From an optimization exercise on the open Yosys and OpenROAD flow, aimed at small area and a short achievable clock period; shortcuts taken in it are not production practice. Function was checked by simulation only, so behaviour that the tests miss may differ from the original. Power is estimated from default activity; no workload was simulated.

rev 12:
// mult_top
module mult_top(
    input clk,
    input  [15:0] x,
    input  [15:0] y,
    output [31:0] p_out
    );
export LEC_CHECK = 0
export CAP_MARGIN = 20
export CORE_MARGIN = 2
export CORE_UTILIZATION = 60
export SETUP_SLACK_MARGIN = 1.7
export SLEW_MARGIN = 20
create_clock -name core_clock -period 5.0 [get_ports {clk}]
standard.sh (not shown) runs the stock make flow with config.mk's settings and CLKGATE_MAP_FILE= SYNTH_SCRIPT=/design/flow/synth_recipe.tcl, a recipe that flattens the netlist after the stock synthesis.
==> flow/flow/run.sh <==
#!/bin/bash
# The standard layout; the only change is the port buffer cell (buf_1 instead of the default).
set -euo pipefail
export BUFFER_PORTS_ARGS="-buffer_cell sky130_fd_sc_hd__buf_1"
bash standard.sh > standard.log 2>&1
diff inputs: rev 12 => rev 13
- SETUP_SLACK_MARGIN now 2.0, was 1.7
Results
Rev 13 vs. rev 12: internal power summed over all cells has increased, non-clock buffer total of the final layout has increased. Rev 13 ends up with higher setup slack than rev 12 does. In the reports for rev 12 and rev 13, the larger layout-stage area growth over the synthesis result belongs to rev 13. In the reports for rev 12 and rev 13, the larger shortest clock period the worst path allows after layout belongs to rev 12. Looking at capture point of the worst path, the p_out[31] result is from rev 12; the p_out[27] one comes from rev 13.

v49:
Another version of the RTL of mult_top (not shown whole).
Size in the first run: ~88 flip-flops, about 65 I/O pins, roughly 6300 µm² of cells after synthesis.
==> flow/config.mk <==
export PLATFORM = sky130hd
export DESIGN_NAME = mult_top
export DESIGN_NICKNAME = mult_top
export VERILOG_FILES = /design/flow/design.v
export SDC_FILE = /design/flow/constraint.sdc
export NUM_CORES = 4
export LEC_CHECK = 0
export CAP_MARGIN = 20
export CORE_MARGIN = 2
export CORE_UTILIZATION = 60
export SETUP_SLACK_MARGIN = 2.2
export SLEW_MARGIN = 20
==> flow/constraint.sdc <==
create_clock -name core_clock -period 5.0 [get_ports {clk}]
set_input_delay 1.0000 -clock core_clock [delete_from_list [all_inputs] [get_ports {clk}]]
set_output_delay 1.0000 -clock core_clock [all_outputs]
set_load 0.01 [all_outputs]
Scripts as last shown in full above: flow/flow/run.sh
#### Input delta (v34 over v49)
diff --git a/flow/config.mk b/flow/config.mk
--- a/flow/config.mk
+++ b/flow/config.mk
@@ -9,4 +9,4 @@
 export CORE_MARGIN = 2
 export CORE_UTILIZATION = 60
-export SETUP_SLACK_MARGIN = 2.2
+export SETUP_SLACK_MARGIN = 1.9
 export SLEW_MARGIN = 20
Findings:
- Timing, DRC, antenna: 0 failures across v49 and v34
- | routed wire length | v34 vs v49 | better |
- Cmp v34 vs v49: total number of cells along the worst setup path lower in v34
- Delta(count of vias placed by the detailed router, v34 - v49) < 0
- Compared with v49, in v34 iteration-0 DRC count of the detailed router shrank by about 14%, wire length on met1 now sits lower, power dropped 140 µW, worst hold slack shrank by 6.8 ps, post-place instance area decreased 33 µm².
- v49 was larger in final cell area than v34.
- Least setup slack across all paths after layout for v34: 160 ps up relative to v49
- Delta(signed area change from the synthesized netlist to the final layout, v34 - v49) < 0
The inputs of v50 differ from those of v34 as listed below.
diff --git a/flow/config.mk b/flow/config.mk
--- a/flow/config.mk
+++ b/flow/config.mk
@@ -9,4 +9,5 @@
 export CORE_MARGIN = 2
 export CORE_UTILIZATION = 60
-export SETUP_SLACK_MARGIN = 1.9
+export PLACE_DENSITY = 0.8
+export SETUP_SLACK_MARGIN = 1.6
 export SLEW_MARGIN = 20
Results
v50 | stages: all done | timing, DRC, antenna: all pass
The lower cell count came out of v50.
Going from v34 to v50, number of cells after detailed placement neither gained nor lost much; met3 usage in global routing was more or less identical.
The inputs of v40 differ from those of v50 as listed below.
diff --git a/flow/config.mk b/flow/config.mk
--- a/flow/config.mk
+++ b/flow/config.mk
@@ -8,6 +8,6 @@
 export CAP_MARGIN = 20
 export CORE_MARGIN = 2
-export CORE_UTILIZATION = 60
+export CORE_UTILIZATION = 70
 export PLACE_DENSITY = 0.8
-export SETUP_SLACK_MARGIN = 1.6
+export SETUP_SLACK_MARGIN = 1.75
 export SLEW_MARGIN = 20
## What came out
v40: done, clean on timing, DRC and antenna
Clock tree cell share of total cell area: v40 > v50
Wire length delta for v40 relative to v50: 1300 µm higher
[compare] base=v50 new=v40: design area up 1.6%; sequential share of layout area fell 0.19 points; overall global routing resource usage now sits higher; portion of total power attributed to the clock network ~0 delta.

static timing again, ports no longer ideal:
The flow's constraints put no driver on any port. The routed layouts listed below were extracted and timed again, unchanged, in two steps. Step 1, drivers: a clkbuf_16 drives clk and a buf_2 each remaining input, both assumed. Step 2 adds t to the input delays and takes it off the output delays; t is the mean of the earliest and latest rising clock arrival at the registers after step 1. Input paths then give back, and output paths get back, about the clock's delay inside the block. Three values: no drivers, after step 1, after step 2; two values: the first two.
run | t, ns | setup slack, ns | hold WS [ns] | clock arrival spread, ns
rev 12 | 0.400 | 1.790 / 1.756 / 1.852 | 0.711 / 0.699 / 0.761 | 0.013 / 0.013
rev 13 | 0.401 | 1.857 / 1.825 / 2.081 | 0.661 / 0.661 / 0.661 | 0.011 / 0.010
v49 | 0.399 | 1.574 / 1.536 / 1.935 | 0.607 / 0.607 / 0.607 | 0.012 / 0.012
v34 | 0.405 | 1.734 / 1.700 / 2.061 | 0.601 / 0.601 / 0.601 | 0.007 / 0.007
v50 | 0.396 | 1.719 / 1.688 / 1.761 | 0.636 / 0.636 / 0.636 | 0.009 / 0.010
v40 | 0.382 | 1.717 / 1.682 / 1.778 | 0.640 / 0.640 / 0.640 | 0.016 / 0.016
After both steps every run listed still meets setup and hold.
